This is an optimization exercise on Yosys and OpenROAD, whose aim is small area, a short achievable clock period and few clock cycles, not a production implementation. RTL that was checked went through simulation tests only; none was proved equivalent to the original. No driver is modelled on the clock port, so clock power and skew are understated where the tree is cut down; a real chip needs a root buffer or a tree. Power figures rest on the tool's default switching activity, not on a simulated workload.

==> flow/design.v (excerpt) <==
module accelerator_mod #(
   parameter DATA_W = 32,
   parameter ADDR_W = 4
)(
   input  wire            pcie_clk,           
   input  wire            pcie_rstn,
   input  wire [31:0]     pcie_axi_awaddr,
   input  wire            pcie_axi_awvalid,
   output wire            pcie_axi_awready,
   input  wire [31:0]     pcie_axi_wdata,
   input  wire [3:0]      pcie_axi_wstrb,
   input  wire            pcie_axi_wvalid,
   output wire            pcie_axi_wready,
   output wire [1:0]      pcie_axi_bresp,
   output wire            pcie_axi_bvalid,
   input  wire            pcie_axi_bready,
   input  wire [31:0]     pcie_axi_araddr,
   input  wire            pcie_axi_arvalid,
   output wire            pcie_axi_arready,
   output wire [31:0]     pcie_axi_rdata,
   output wire [1:0]      pcie_axi_rresp,
   output wire            pcie_axi_rvalid,
   input  wire            pcie_axi_rready
);
Size in the first run: roughly 600 flip-flops, roughly 150 I/O pins, ~0.022 sq mm of cells after synthesis.
export LEC_CHECK = 0
export CAP_MARGIN = 20
export CORE_MARGIN = 2
export CORE_UTILIZATION = 60
export PLACE_DENSITY = 0.7
export SETUP_SLACK_MARGIN = 1.1
export SLEW_MARGIN = 20
export SYNTH_HIERARCHICAL = 1
export BUFFER_PORTS_ARGS = -buffer_cell sky130_fd_sc_hd__buf_2
export PRE_CTS_TCL = /design/flow/flow/pre_cts.tcl
create_clock -name core_clock -period 2.8 [get_ports {pcie_clk}]
standard.sh (not shown) runs the stock make flow with config.mk's settings and CLKGATE_MAP_FILE= SYNTH_SCRIPT=/design/flow/synth_recipe.tcl, a recipe that flattens the netlist after the stock synthesis.
==> flow/flow/run.sh <==
#!/bin/bash
# Standard layout, with plain buffers on the ports and a two-level clock tree
# (flow/mycts.tcl) in place of TritonCTS.
set -o pipefail
here=$(pwd)
echo 'export BUFFER_PORTS_ARGS = -buffer_cell sky130_fd_sc_hd__buf_2' >> config.mk
echo "export PRE_CTS_TCL = $here/flow/pre_cts.tcl" >> config.mk
bash standard.sh > standard.log 2>&1
==> flow/flow/pre_cts.tcl <==
# Buffers high-fanout nets (at most 10 loads per driver), then replaces
# TritonCTS with the two-level tree of mycts.tcl.
source [file join [file dirname [info script]] mycts.tcl]
set_max_fanout 10 [current_design]
repair_design -verbose
proc clock_tree_synthesis {args} { mycts_build }
Other scripts of this flow, unchanged in this note and not shown: flow/flow/mycts.tcl
The starting point finished clean.
Testbench counts at the start, summed over its fixed seeds: cycles 5,881.
Rerun with:
==> flow/flow/pre_cts.tcl (replaced) <==
# Replaces TritonCTS with the two-level tree of mycts.tcl.
source [file join [file dirname [info script]] mycts.tcl]
proc clock_tree_synthesis {args} { mycts_build }
--- a/flow/config.mk
+++ b/flow/config.mk
@@ -10,3 +10,3 @@
-export CORE_UTILIZATION = 60
-export PLACE_DENSITY = 0.7
-export SETUP_SLACK_MARGIN = 1.1
+export CORE_UTILIZATION = 40
+export PLACE_DENSITY = 0.6
+export SETUP_SLACK_MARGIN = 0.8
Effect: Via count went down by 15%. First-iteration DRC count went down by 35%. Routed wire length went down by 14%. Combinational power went down by 36%. Cell area went down by 10%. Die area went up by 49%. Sequential power hardly moves. Synthesized area is unchanged. Worst setup slack gets better by 0.010 ns. Worst hold slack gets better by 0.0061 ns. Clock power went up by about 1%.
Rerun with:
--- a/flow/config.mk
+++ b/flow/config.mk
@@ -8 +8 @@
-export CAP_MARGIN = 20
+export CAP_MARGIN = 0
@@ -10,4 +10,4 @@
-export CORE_UTILIZATION = 40
-export PLACE_DENSITY = 0.6
-export SETUP_SLACK_MARGIN = 0.8
-export SLEW_MARGIN = 20
+export CORE_UTILIZATION = 60
+export PLACE_DENSITY = 0.7
+export SETUP_SLACK_MARGIN = 1.1
+export SLEW_MARGIN = 0
After rerunning: The new run went through all stages and came out clean. Power stays flat. Die area goes down by 33%. Cell area goes up by 0.85%. Sequential cell count does not change. First-iteration DRC count goes up by about 18%.
Rerun with:
--- a/flow/config.mk
+++ b/flow/config.mk
@@ -8 +8 @@
-export CAP_MARGIN = 0
+export CAP_MARGIN = 20
@@ -13 +13 @@
-export SLEW_MARGIN = 0
+export SLEW_MARGIN = 20
@@ -14,0 +15 @@
+export TNS_END_PERCENT = 20
- wire length goes up by 0.88%
- global-route usage stays flat
- final cell count barely changes
- clock power stays flat
- final area rises by 1.1%
- power barely changes
- clock skew fell by 0.0044 ns
- die area is unchanged
Rerun with:
--- a/flow/config.mk
+++ b/flow/config.mk
@@ -10,0 +11 @@
+export GPL_TIMING_DRIVEN = 0
@@ -15 +15,0 @@
-export TNS_END_PERCENT = 20
Effect:
- The new run finished with timing, DRC and antenna clean
- synthesized area does not change
- fmax drops by a few percent
- total power climbs slightly
- combinational power climbs by about a fifth
- setup slack gets worse by 0.11 ns
- hold slack gets better by 0.044 ns
- clock skew climbs by 0.040 ns
- clock power climbs by a few percent
- flip-flop and latch count is unchanged
- final cell count climbs by a few percent
- die area stays the same
Rerun with:
--- a/flow/config.mk
+++ b/flow/config.mk
@@ -11 +10,0 @@
-export GPL_TIMING_DRIVEN = 0
@@ -13 +12 @@
-export SETUP_SLACK_MARGIN = 1.1
+export SETUP_SLACK_MARGIN = 1.25
What happened: The changed run completed with no timing, DRC or antenna violations; utilization rose by 0.69 points; wire length came out higher by 5.0%; total power stays flat; sequential share of layout area goes down by 0.46 points; synthesized area is unchanged; clock skew goes down by 0.0053 ns; critical path depth came out lower by 5; design area goes up by 0.99%; flip-flop and latch count does not change; combinational power shrinks by about 5%; worst setup slack is better by 0.15 ns.
No run of this note takes its clock network from TritonCTS; it comes from the design's own scripts or RTL.

---

accelerator_mod, a different RTL version from the one above (not shown whole).
Size in the first run: about 1300 cells after synthesis, about 600 flip-flops, roughly 22000 um^2 of cells after synthesis.
clock: 2.8 ns
lec_check: 0
cap_margin: 20
core_margin: 2
core_utilization: 60
place_density: 0.7
setup_slack_margin: 1.1
slew_margin: 20
synth_hierarchical: 1
buffer_ports_args: -buffer_cell sky130_fd_sc_hd__buf_2
pre_cts_tcl: /design/flow/flow/pre_cts.tcl
Scripts as last shown in full above: flow/flow/run.sh
Other scripts of this flow, unchanged in this note and not shown: flow/flow/mycts.tcl, flow/flow/pre_cts.tcl
The starting point produced a clean layout.
==> next run, changes <==
Settings changed: CORE_UTILIZATION 60 to 55, PLACE_DENSITY 0.7 to 0.68.
Clock skew went down by 0.0047 ns; first-iteration DRC count went down by 2.9%; final area went down by 2.3%.
No run of this note included a check of the RTL's function; only the layout flow was run. In every run of this note, the design's own scripts or RTL, not TritonCTS, make the clock network.

---

== run 1 ==
accelerator_mod, a different RTL version from the one above (not shown whole).
Size: about 620 flip-flops, about 24,000 um^2 of cells after synthesis.
clock: 2.8 ns
lec_check: 0
cap_margin: 20
core_margin: 2
core_utilization: 60
place_density: 0.7
setup_slack_margin: 1.1
slew_margin: 20
synth_hierarchical: 1
buffer_ports_args: -buffer_cell sky130_fd_sc_hd__buf_2
pre_cts_tcl: /design/flow/flow/pre_cts.tcl
Scripts as last shown in full above: flow/flow/run.sh
Other scripts of this flow, unchanged in this note and not shown: flow/flow/mycts.tcl, flow/flow/pre_cts.tcl
Inputs modified between run 1 and run 2:
- swapping 1.1 for 1.25 in SETUP_SLACK_MARGIN
--- outcome ---
- Run 2: all stages complete, timing, DRC and antenna checks passed
- Run 2: largest net degree at the start of global routing 2 below run 1
- Going from run 1 to run 2, area added between synthesis and finish grew by 3.8 points; worst voltage drop across the vdd grid now sits higher.
- Total power of run 2 is higher than that of run 1.
- Summary of run 2 over run 1: last weighted congestion value of the routability-driven placer decreased 1.1%; remaining antenna violation count after routing closely matched the old numbers.
No run of this note included a check of the RTL's function; only the layout flow was run. In every run of this note, the design's own scripts or RTL, not TritonCTS, make the clock network.

---

## rev 12
The RTL this note starts from:
==> flow/design.v <==
module fifo_axi #(
    parameter DATA_WIDTH = 32,   
    parameter ADDR_WIDTH = 4     
)(
    input  wire                  clk,
    input  wire                  rst_n,
    input  wire [DATA_WIDTH-1:0] din,       
    input  wire                  wr_stage,  
    input  wire                  push,      
    output reg                   full,
    output wire [DATA_WIDTH-1:0] dout,      
    input  wire                  pop,
    output reg                   empty
);
  localparam DEPTH = (1 << ADDR_WIDTH);
  reg [DATA_WIDTH-1:0] fifo_mem [0:DEPTH-1];
  reg [ADDR_WIDTH-1:0] wr_ptr;
  reg [ADDR_WIDTH-1:0] rd_ptr;
  wire do_push = push && !full;
  wire do_pop  = pop && !empty;
  wire [ADDR_WIDTH-1:0] wr_nxt = wr_ptr + 1'b1;
  wire [ADDR_WIDTH-1:0] rd_nxt = rd_ptr + 1'b1;
  assign dout = fifo_mem[rd_ptr];
  always @(posedge clk) begin
    if (wr_stage && !full)
      fifo_mem[wr_ptr] <= din;
  end
  always @(posedge clk or negedge rst_n) begin
    if (!rst_n) begin
      wr_ptr <= 0;
      rd_ptr <= 0;
      full   <= 1'b0;
      empty  <= 1'b1;
    end else begin
      if (do_push) wr_ptr <= wr_nxt;
      if (do_pop)  rd_ptr <= rd_nxt;
      if (do_push && !do_pop) begin
        empty <= 1'b0;
        full  <= (wr_nxt == rd_ptr);
      end else if (do_pop && !do_push) begin
        full  <= 1'b0;
        empty <= (rd_nxt == wr_ptr);
      end
    end
  end
endmodule
module axi_pcie_fifo_accel #(
    parameter DATA_WIDTH  = 32,
    parameter ADDR_WIDTH  = 4,
    parameter ADDR_LSB    = 2       
)(
    input  wire         s_axi_aclk,
    input  wire         s_axi_aresetn,
    input  wire [31:0]  s_axi_awaddr,
    input  wire         s_axi_awvalid,
    output reg          s_axi_awready,
    input  wire [31:0]  s_axi_wdata,
    input  wire [3:0]   s_axi_wstrb,
    input  wire         s_axi_wvalid,
    output reg          s_axi_wready,
    output wire [1:0]   s_axi_bresp,
    output reg          s_axi_bvalid,
    input  wire         s_axi_bready,
    input  wire [31:0]  s_axi_araddr,
    input  wire         s_axi_arvalid,
    output reg          s_axi_arready,
    output reg  [31:0]  s_axi_rdata,
    output wire [1:0]   s_axi_rresp,
    output reg          s_axi_rvalid,
    input  wire         s_axi_rready
);
  assign s_axi_bresp = 2'b00;
  assign s_axi_rresp = 2'b00;
  wire fifo_full;
  wire fifo_empty;
  wire [DATA_WIDTH-1:0] fifo_dout;
  reg aw_pend;      
  reg aw_push;      
  reg w_pend;       
  reg b_two;        
  wire aw_hs   = s_axi_awvalid && s_axi_awready;
  wire w_hs    = s_axi_wvalid && s_axi_wready;
  wire aw_have = aw_hs || aw_pend;
  wire w_have  = w_hs || w_pend;
  wire wr_done = aw_have && w_have;
  wire is_push = aw_hs ? (s_axi_awaddr[ADDR_LSB+1:ADDR_LSB] == 2'b00) : aw_push;
  wire b_hs    = s_axi_bvalid && s_axi_bready;
  wire aw_pend_n = aw_have && !w_have;
  wire w_pend_n  = w_have && !aw_have;
  wire b_one_n   = wr_done ? (!b_hs || s_axi_bvalid) : (s_axi_bvalid && !b_hs) || b_two;
  wire b_two_n   = wr_done ? (s_axi_bvalid && !b_hs) || b_two : (b_two && !b_hs);
  always @(posedge s_axi_aclk or negedge s_axi_aresetn) begin
    if (!s_axi_aresetn) begin
      aw_pend       <= 1'b0;
      aw_push       <= 1'b0;
      w_pend        <= 1'b0;
      b_two         <= 1'b0;
      s_axi_bvalid  <= 1'b0;
      s_axi_awready <= 1'b1;
      s_axi_wready  <= 1'b1;
    end else begin
      aw_pend       <= aw_pend_n;
      w_pend        <= w_pend_n;
      if (aw_hs) aw_push <= is_push;
      s_axi_bvalid  <= b_one_n;
      b_two         <= b_two_n;
      s_axi_awready <= !aw_pend_n && !b_two_n;
      s_axi_wready  <= !w_pend_n && !b_two_n;
    end
  end
  reg [1:0] skid_t;    
  wire ar_hs  = s_axi_arvalid && s_axi_arready;
  wire r_free = !s_axi_rvalid || s_axi_rready;
  wire skid_v = !s_axi_arready;
  wire r_load = r_free && (skid_v || ar_hs);
  wire [1:0] r_t = skid_v ? skid_t : s_axi_araddr[ADDR_LSB+1:ADDR_LSB];
  wire fifo_pop = r_load && (r_t == 2'b01);
  always @(posedge s_axi_aclk or negedge s_axi_aresetn) begin
    if (!s_axi_aresetn) begin
      s_axi_rvalid  <= 1'b0;
      s_axi_arready <= 1'b1;
      skid_t        <= 2'b00;
    end else begin
      s_axi_rvalid  <= r_load || !r_free;
      s_axi_arready <= skid_v ? r_free : !(ar_hs && !r_free);
      if (ar_hs) skid_t <= s_axi_araddr[ADDR_LSB+1:ADDR_LSB];
    end
  end
  always @(posedge s_axi_aclk) begin
    if (r_load) begin
      case (r_t)
        2'b01:   s_axi_rdata <= fifo_empty ? 32'hDEAD_DEAD : fifo_dout;
        2'b10:   s_axi_rdata <= {30'd0, fifo_full, fifo_empty};
        default: s_axi_rdata <= 32'd0;
      endcase
    end
  end
  fifo_axi #(
      .DATA_WIDTH(DATA_WIDTH),
      .ADDR_WIDTH(ADDR_WIDTH)
  ) fifo_inst (
      .clk(s_axi_aclk),
      .rst_n(s_axi_aresetn),
      .din(s_axi_wdata),
      .wr_stage(!w_pend),
      .push(wr_done && is_push),
      .full(fifo_full),
      .dout(fifo_dout),
      .pop(fifo_pop),
      .empty(fifo_empty)
  );
endmodule
module accelerator_mod #(
   parameter DATA_W = 32,
   parameter ADDR_W = 4
)(
   input  wire            pcie_clk,           
   input  wire            pcie_rstn,
   input  wire [31:0]     pcie_axi_awaddr,
   input  wire            pcie_axi_awvalid,
   output wire            pcie_axi_awready,
   input  wire [31:0]     pcie_axi_wdata,
   input  wire [3:0]      pcie_axi_wstrb,
   input  wire            pcie_axi_wvalid,
   output wire            pcie_axi_wready,
   output wire [1:0]      pcie_axi_bresp,
   output wire            pcie_axi_bvalid,
   input  wire            pcie_axi_bready,
   input  wire [31:0]     pcie_axi_araddr,
   input  wire            pcie_axi_arvalid,
   output wire            pcie_axi_arready,
   output wire [31:0]     pcie_axi_rdata,
   output wire [1:0]      pcie_axi_rresp,
   output wire            pcie_axi_rvalid,
   input  wire            pcie_axi_rready
);
   axi_pcie_fifo_accel #(
      .DATA_WIDTH (DATA_W),
      .ADDR_WIDTH (ADDR_W)
   ) u_fifo_accel (
      .s_axi_aclk   (pcie_clk),
      .s_axi_aresetn(pcie_rstn),
      .s_axi_awaddr (pcie_axi_awaddr),
      .s_axi_awvalid(pcie_axi_awvalid),
      .s_axi_awready(pcie_axi_awready),
      .s_axi_wdata  (pcie_axi_wdata),
      .s_axi_wstrb  (pcie_axi_wstrb),
      .s_axi_wvalid (pcie_axi_wvalid),
      .s_axi_wready (pcie_axi_wready),
      .s_axi_bresp  (pcie_axi_bresp),
      .s_axi_bvalid (pcie_axi_bvalid),
      .s_axi_bready (pcie_axi_bready),
      .s_axi_araddr (pcie_axi_araddr),
      .s_axi_arvalid(pcie_axi_arvalid),
      .s_axi_arready(pcie_axi_arready),
      .s_axi_rdata  (pcie_axi_rdata),
      .s_axi_rresp  (pcie_axi_rresp),
      .s_axi_rvalid (pcie_axi_rvalid),
      .s_axi_rready (pcie_axi_rready)
   );
endmodule
clock: 2.8 ns
lec_check: 0
cap_margin: 20
core_margin: 2
core_utilization: 40
place_density: 0.6
setup_slack_margin: 1.2
slew_margin: 20
run.sh (not shown) runs the stock make flow with config.mk's settings and CLKGATE_MAP_FILE= SYNTH_SCRIPT=/design/flow/synth_recipe.tcl, a recipe that flattens the netlist after the stock synthesis.
Stock flow here: none of the scripts above is used.
Rev 12 closes out successfully: all stages finished, all timing, DRC and antenna checks passed.
Testbench counts of rev 12, summed over its fixed seeds: cycles 5,881.
What rev 13 does differently from rev 12 at the input level:
Settings: clearing SETUP_SLACK_MARGIN, which used to be 1.2.
Findings:
- Rev 13 completed end to end with timing, DRC and antenna clean.
- Total power of the final layout: lower on rev 13
- Re number of enable flip-flop cells after synthesis: no difference whatsoever between rev 13 and rev 12.
- Compared to rev 12, rev 13 has layout-stage area growth over the synthesis result 13 points lower.
- Rev 13 can be clocked slower than rev 12.
- Summary — arrival time reported for the critical path endpoint, rev 13 relative to rev 12: higher, by 0.20 ns.

---

RTL: one of the versions met above, not the one the previous note started from.
Size: ~600 flip-flops, roughly 150 I/O pins.
clock: 2.8 ns
lec_check: 0
cap_margin: 20
core_margin: 2
core_utilization: 65
place_density: 0.75
setup_slack_margin: 1.1
slew_margin: 20
synth_hierarchical: 1
buffer_ports_args: -buffer_cell sky130_fd_sc_hd__buf_2
pre_cts_tcl: /design/flow/flow/pre_cts.tcl
standard.sh (not shown) runs the stock make flow with config.mk's settings and CLKGATE_MAP_FILE= SYNTH_SCRIPT=/design/flow/synth_recipe.tcl, a recipe that flattens the netlist after the stock synthesis.
==> flow/flow/mycts.tcl <==
# Two-level clock tree: one root buffer fed by the clock port, driving one
# leaf buffer per cluster of flip-flops (clusters by k-means on position).
proc mycts_build {} {
  set block [ord::get_db_block]
  set db [ord::get_db]
  set clk_port [$block findBTerm pcie_clk]
  set clk_net [$clk_port getNet]
  set master [$db findMaster sky130_fd_sc_hd__clkbuf_16]
  set sinks {}
  foreach it [$clk_net getITerms] { lappend sinks $it }
  set n [llength $sinks]
  set csize [expr {[info exists ::env(MYCTS_CLUSTER)] ? $::env(MYCTS_CLUSTER) : 28}]
  set k [expr {int(ceil(double($n) / $csize))}]
  # positions
  set xs {}; set ys {}
  foreach it $sinks {
    set inst [$it getInst]
    set bb [$inst getBBox]
    lappend xs [expr {([$bb xMin] + [$bb xMax]) / 2.0}]
    lappend ys [expr {([$bb yMin] + [$bb yMax]) / 2.0}]
  }
  # init centers: grid over bounding box
  set xmin [tcl::mathfunc::min {*}$xs]; set xmax [tcl::mathfunc::max {*}$xs]
  set ymin [tcl::mathfunc::min {*}$ys]; set ymax [tcl::mathfunc::max {*}$ys]
  set g [expr {int(ceil(sqrt($k)))}]
  set cx {}; set cy {}
  for {set i 0} {$i < $k} {incr i} {
    set gx [expr {$i % $g}]; set gy [expr {$i / $g}]
    lappend cx [expr {$xmin + ($gx + 0.5) * ($xmax - $xmin) / $g}]
    lappend cy [expr {$ymin + ($gy + 0.5) * ($ymax - $ymin) / $g}]
  }
  # balanced k-means: capacity-limited greedy assignment
  set cap [expr {int(ceil(double($n) / $k)) + 2}]
  for {set iter 0} {$iter < 25} {incr iter} {
    set pairs {}
    for {set s 0} {$s < $n} {incr s} {
      set x [lindex $xs $s]; set y [lindex $ys $s]
      for {set c 0} {$c < $k} {incr c} {
        set d [expr {abs($x - [lindex $cx $c]) + abs($y - [lindex $cy $c])}]
        lappend pairs [list $d $s $c]
      }
    }
    set pairs [lsort -real -index 0 $pairs]
    set asg [lrepeat $n -1]
    set cnt [lrepeat $k 0]
    set left $n
    foreach p $pairs {
      lassign $p d s c
      if {[lindex $asg $s] >= 0} continue
      if {[lindex $cnt $c] >= $cap} continue
      lset asg $s $c
      lset cnt $c [expr {[lindex $cnt $c] + 1}]
      incr left -1
      if {$left == 0} break
    }
    set sx [lrepeat $k 0.0]; set sy [lrepeat $k 0.0]
    for {set s 0} {$s < $n} {incr s} {
      set c [lindex $asg $s]
      lset sx $c [expr {[lindex $sx $c] + [lindex $xs $s]}]
      lset sy $c [expr {[lindex $sy $c] + [lindex $ys $s]}]
    }
    for {set c 0} {$c < $k} {incr c} {
      if {[lindex $cnt $c] > 0} {
        lset cx $c [expr {[lindex $sx $c] / [lindex $cnt $c]}]
        lset cy $c [expr {[lindex $sy $c] / [lindex $cnt $c]}]
      }
    }
  }
  set nr [expr {[info exists ::env(MYCTS_ROOTS)] ? $::env(MYCTS_ROOTS) : 4}]
  set mx [expr {[tcl::mathop::+ {*}$cx] / $k}]
  set my [expr {[tcl::mathop::+ {*}$cy] / $k}]
  set rgrp {}
  for {set c 0} {$c < $k} {incr c} {
    if {$nr == 1} { lappend rgrp 0; continue }
    set q [expr {([lindex $cx $c] >= $mx ? 1 : 0) + ([lindex $cy $c] >= $my ? 2 : 0)}]
    if {$nr == 2} { set q [expr {$q & 1}] }
    lappend rgrp $q
  }
  set rnets {}
  for {set r 0} {$r < 4} {incr r} {
    set members {}
    for {set c 0} {$c < $k} {incr c} { if {[lindex $rgrp $c] == $r} { lappend members $c } }
    if {[llength $members] == 0} { lappend rnets {}; continue }
    set rx 0.0; set ry 0.0
    foreach c $members { set rx [expr {$rx + [lindex $cx $c]}]; set ry [expr {$ry + [lindex $cy $c]}] }
    set rx [expr {int($rx / [llength $members])}]; set ry [expr {int($ry / [llength $members])}]
    set root [odb::dbInst_create $block $master clkroot_$r]
    $root setLocation $rx $ry
    $root setPlacementStatus PLACED
    set rnet [odb::dbNet_create $block clknet_root_$r]
    $rnet setSigType CLOCK
    [$root findITerm A] connect $clk_net
    [$root findITerm X] connect $rnet
    lappend rnets $rnet
  }
  for {set c 0} {$c < $k} {incr c} {
    set b [odb::dbInst_create $block $master clkleaf_$c]
    $b setLocation [expr {int([lindex $cx $c])}] [expr {int([lindex $cy $c])}]
    $b setPlacementStatus PLACED
    set lnet [odb::dbNet_create $block clknet_leaf_$c]
    $lnet setSigType CLOCK
    [$b findITerm A] connect [lindex $rnets [lindex $rgrp $c]]
    [$b findITerm X] connect $lnet
    lappend leafnets $lnet
  }
  for {set s 0} {$s < $n} {incr s} {
    set it [lindex $sinks $s]
    $it disconnect
    $it connect [lindex $leafnets [lindex $asg $s]]
  }
  puts "mycts: $n sinks, $k leaf buffers, cluster cap $cap"
}
Scripts as last shown in full above: flow/flow/run.sh
Other scripts of this flow, unchanged in this note and not shown: flow/flow/pre_cts.tcl
Testbench counts at the start, summed over its fixed seeds: cycles 5,881.
Change:
- CORE_UTILIZATION: 65 -> 60
- PLACE_DENSITY: 0.75 -> 0.7
- SETUP_SLACK_MARGIN: 1.1 -> 1.0
Result: First-iteration DRC count decreases by 7.3%; setup slack loses 0.021 ns; utilization goes down by 6.3 points; wire length is about the same; power is about the same; fmax fell by 1.2%; via count decreases by 1.6%; global-route usage came out lower by 2.3 points; final area went down by 0.51%; combinational power is about the same.
Change:
- CORE_UTILIZATION: 60 -> 40
- PLACE_DENSITY: 0.7 -> 0.6
- SETUP_SLACK_MARGIN: 1.0 -> 1.1
Total power goes up by 0.62%; maximum frequency goes up by 3.1%; sequential share of layout area goes down by 1.0 points; final area goes up by 1.6%; routed wire length goes up by 3.9%; worst setup slack gains 0.054 ns; die area goes up by 49%; area after synthesis does not change; final cell count goes up by 13%.
Change:
- CORE_UTILIZATION: 40 -> 75
- PLACE_DENSITY: 0.6 -> 0.82
The new run finished clean.
Synthesized area does not change.
Die area drops by 46%.
Global-route usage goes up by 18 points.
Setup slack gains 0.033 ns.
Change:
==> flow/flow/run.sh (replaced) <==
#!/bin/bash
# Standard layout, with plain buffers on the ports and a two-level clock tree
# (flow/mycts.tcl: clkbuf_16 roots, clkbuf_8 leaves of about 20 flip-flops)
# in place of TritonCTS.
set -o pipefail
here=$(pwd)
echo 'export BUFFER_PORTS_ARGS = -buffer_cell sky130_fd_sc_hd__buf_2' >> config.mk
echo "export PRE_CTS_TCL = $here/flow/pre_cts.tcl" >> config.mk
export MYCTS_LEAF=sky130_fd_sc_hd__clkbuf_8
export MYCTS_CLUSTER=20
bash standard.sh > standard.log 2>&1
--- a/flow/flow/mycts.tcl
+++ b/flow/flow/mycts.tcl
@@ -7,4 +7,6 @@
   set clk_net [$clk_port getNet]
   set master [$db findMaster sky130_fd_sc_hd__clkbuf_16]
+  set leaf_cell [expr {[info exists ::env(MYCTS_LEAF)] ? $::env(MYCTS_LEAF) : "sky130_fd_sc_hd__clkbuf_16"}]
+  set leaf_master [$db findMaster $leaf_cell]
   set sinks {}
   foreach it [$clk_net getITerms] { lappend sinks $it }
@@ -95,5 +97,5 @@
   }
   for {set c 0} {$c < $k} {incr c} {
-    set b [odb::dbInst_create $block $master clkleaf_$c]
+    set b [odb::dbInst_create $block $leaf_master clkleaf_$c]
     $b setLocation [expr {int([lindex $cx $c])}] [expr {int([lindex $cy $c])}]
     $b setPlacementStatus PLACED
- CORE_UTILIZATION: 75 -> 60
- PLACE_DENSITY: 0.82 -> 0.7
=> Design area decreases by 1.4%; power fell by 4.0%; sequential power stays flat; area after synthesis does not change.
Change:
==> flow/flow/run.sh (replaced) <==
#!/bin/bash
# Standard layout, with plain buffers on the ports and a two-level clock tree
# (flow/mycts.tcl) in place of TritonCTS.
set -o pipefail
here=$(pwd)
echo 'export BUFFER_PORTS_ARGS = -buffer_cell sky130_fd_sc_hd__buf_2' >> config.mk
echo "export PRE_CTS_TCL = $here/flow/pre_cts.tcl" >> config.mk
bash standard.sh > standard.log 2>&1
--- a/flow/flow/mycts.tcl
+++ b/flow/flow/mycts.tcl
@@ -7,6 +7,4 @@
   set clk_net [$clk_port getNet]
   set master [$db findMaster sky130_fd_sc_hd__clkbuf_16]
-  set leaf_cell [expr {[info exists ::env(MYCTS_LEAF)] ? $::env(MYCTS_LEAF) : "sky130_fd_sc_hd__clkbuf_16"}]
-  set leaf_master [$db findMaster $leaf_cell]
   set sinks {}
   foreach it [$clk_net getITerms] { lappend sinks $it }
@@ -97,5 +95,5 @@
   }
   for {set c 0} {$c < $k} {incr c} {
-    set b [odb::dbInst_create $block $leaf_master clkleaf_$c]
+    set b [odb::dbInst_create $block $master clkleaf_$c]
     $b setLocation [expr {int([lindex $cx $c])}] [expr {int([lindex $cy $c])}]
     $b setPlacementStatus PLACED
Clock power is higher by 13%.
Utilization came out lower by 0.75 points.
Power came out higher by 2.4%.
First-iteration DRC count is about the same.
Cell area decreases by 1.1%.
Synthesized cell count is unchanged.
Combinational power goes down by about 9%.
In every run of this note, the design's own scripts or RTL, not TritonCTS, make the clock network.

[afterwards: timing with drivers on the ports]
The flow's constraints put no driver on any port. The routed layouts listed below were extracted and timed again, unchanged, in two steps.
Step 1: set_driving_cell puts a clkbuf_16 on pcie_clk and a buf_2 on each other input, an assumption about the parent block.
Step 2 also shifts input and output timing later by t, the mid clock arrival at the registers, as if the neighbouring blocks saw the same clock.
Slacks: ideal ports / drivers / drivers and shift; pairs: ideal ports / drivers.
run | t (ns) | setup WS [ns] | worst register clock-pin slew, ns
the first run of note 1 | 0.473 | 0.984 / 0.997 / 0.601 | 0.11 / 0.11
the second run of note 1 | 0.476 | 0.994 / 0.994 / 0.685 | 0.11 / 0.11
the third run of note 1 | 0.464 | 1.146 / 1.146 / 0.774 | 0.11 / 0.11
the fourth run of note 1 | 0.460 | 1.030 / 1.030 / 0.695 | 0.11 / 0.11
the fifth run of note 1 | 0.459 | 0.924 / 0.924 / 0.587 | 0.11 / 0.11
the sixth run of note 1 | 0.461 | 1.070 / 1.070 / 0.722 | 0.11 / 0.11
the first run of note 2 | 0.464 | 1.154 / 1.119 / 0.864 | 0.11 / 0.11
the second run of note 2 | 0.469 | 1.127 / 1.126 / 0.841 | 0.11 / 0.11
run 1 | 0.466 | 1.150 / 1.140 / 0.864 | 0.11 / 0.11
run 2 | 0.463 | 1.171 / 1.171 / 0.825 | 0.10 / 0.10
rev 12 | 0.667 | 0.345 / 0.345 / -0.055 | 0.07 / 0.07
rev 13 | 0.653 | 0.278 / 0.278 / -0.123 | 0.06 / 0.06
the first run of note 5 | 0.457 | 1.042 / 1.042 / 0.715 | 0.11 / 0.11
the second run of note 5 | 0.474 | 1.020 / 1.021 / 0.720 | 0.11 / 0.11
the third run of note 5 | 0.468 | 1.075 / 1.049 / 0.754 | 0.11 / 0.11
the fourth run of note 5 | 0.463 | 1.108 / 1.108 / 0.724 | 0.11 / 0.11
the fifth run of note 5 | 0.454 | 1.109 / 1.109 / 0.794 | 0.12 / 0.12
the sixth run of note 5 | 0.464 | 1.146 / 1.146 / 0.774 | 0.11 / 0.11
With both steps, setup timing fails in rev 12 and rev 13, where it was met with ideal ports. The setup slack of rev 13, which loses most, moves by 0.000 ns with the drivers and by -0.401 ns with both steps.
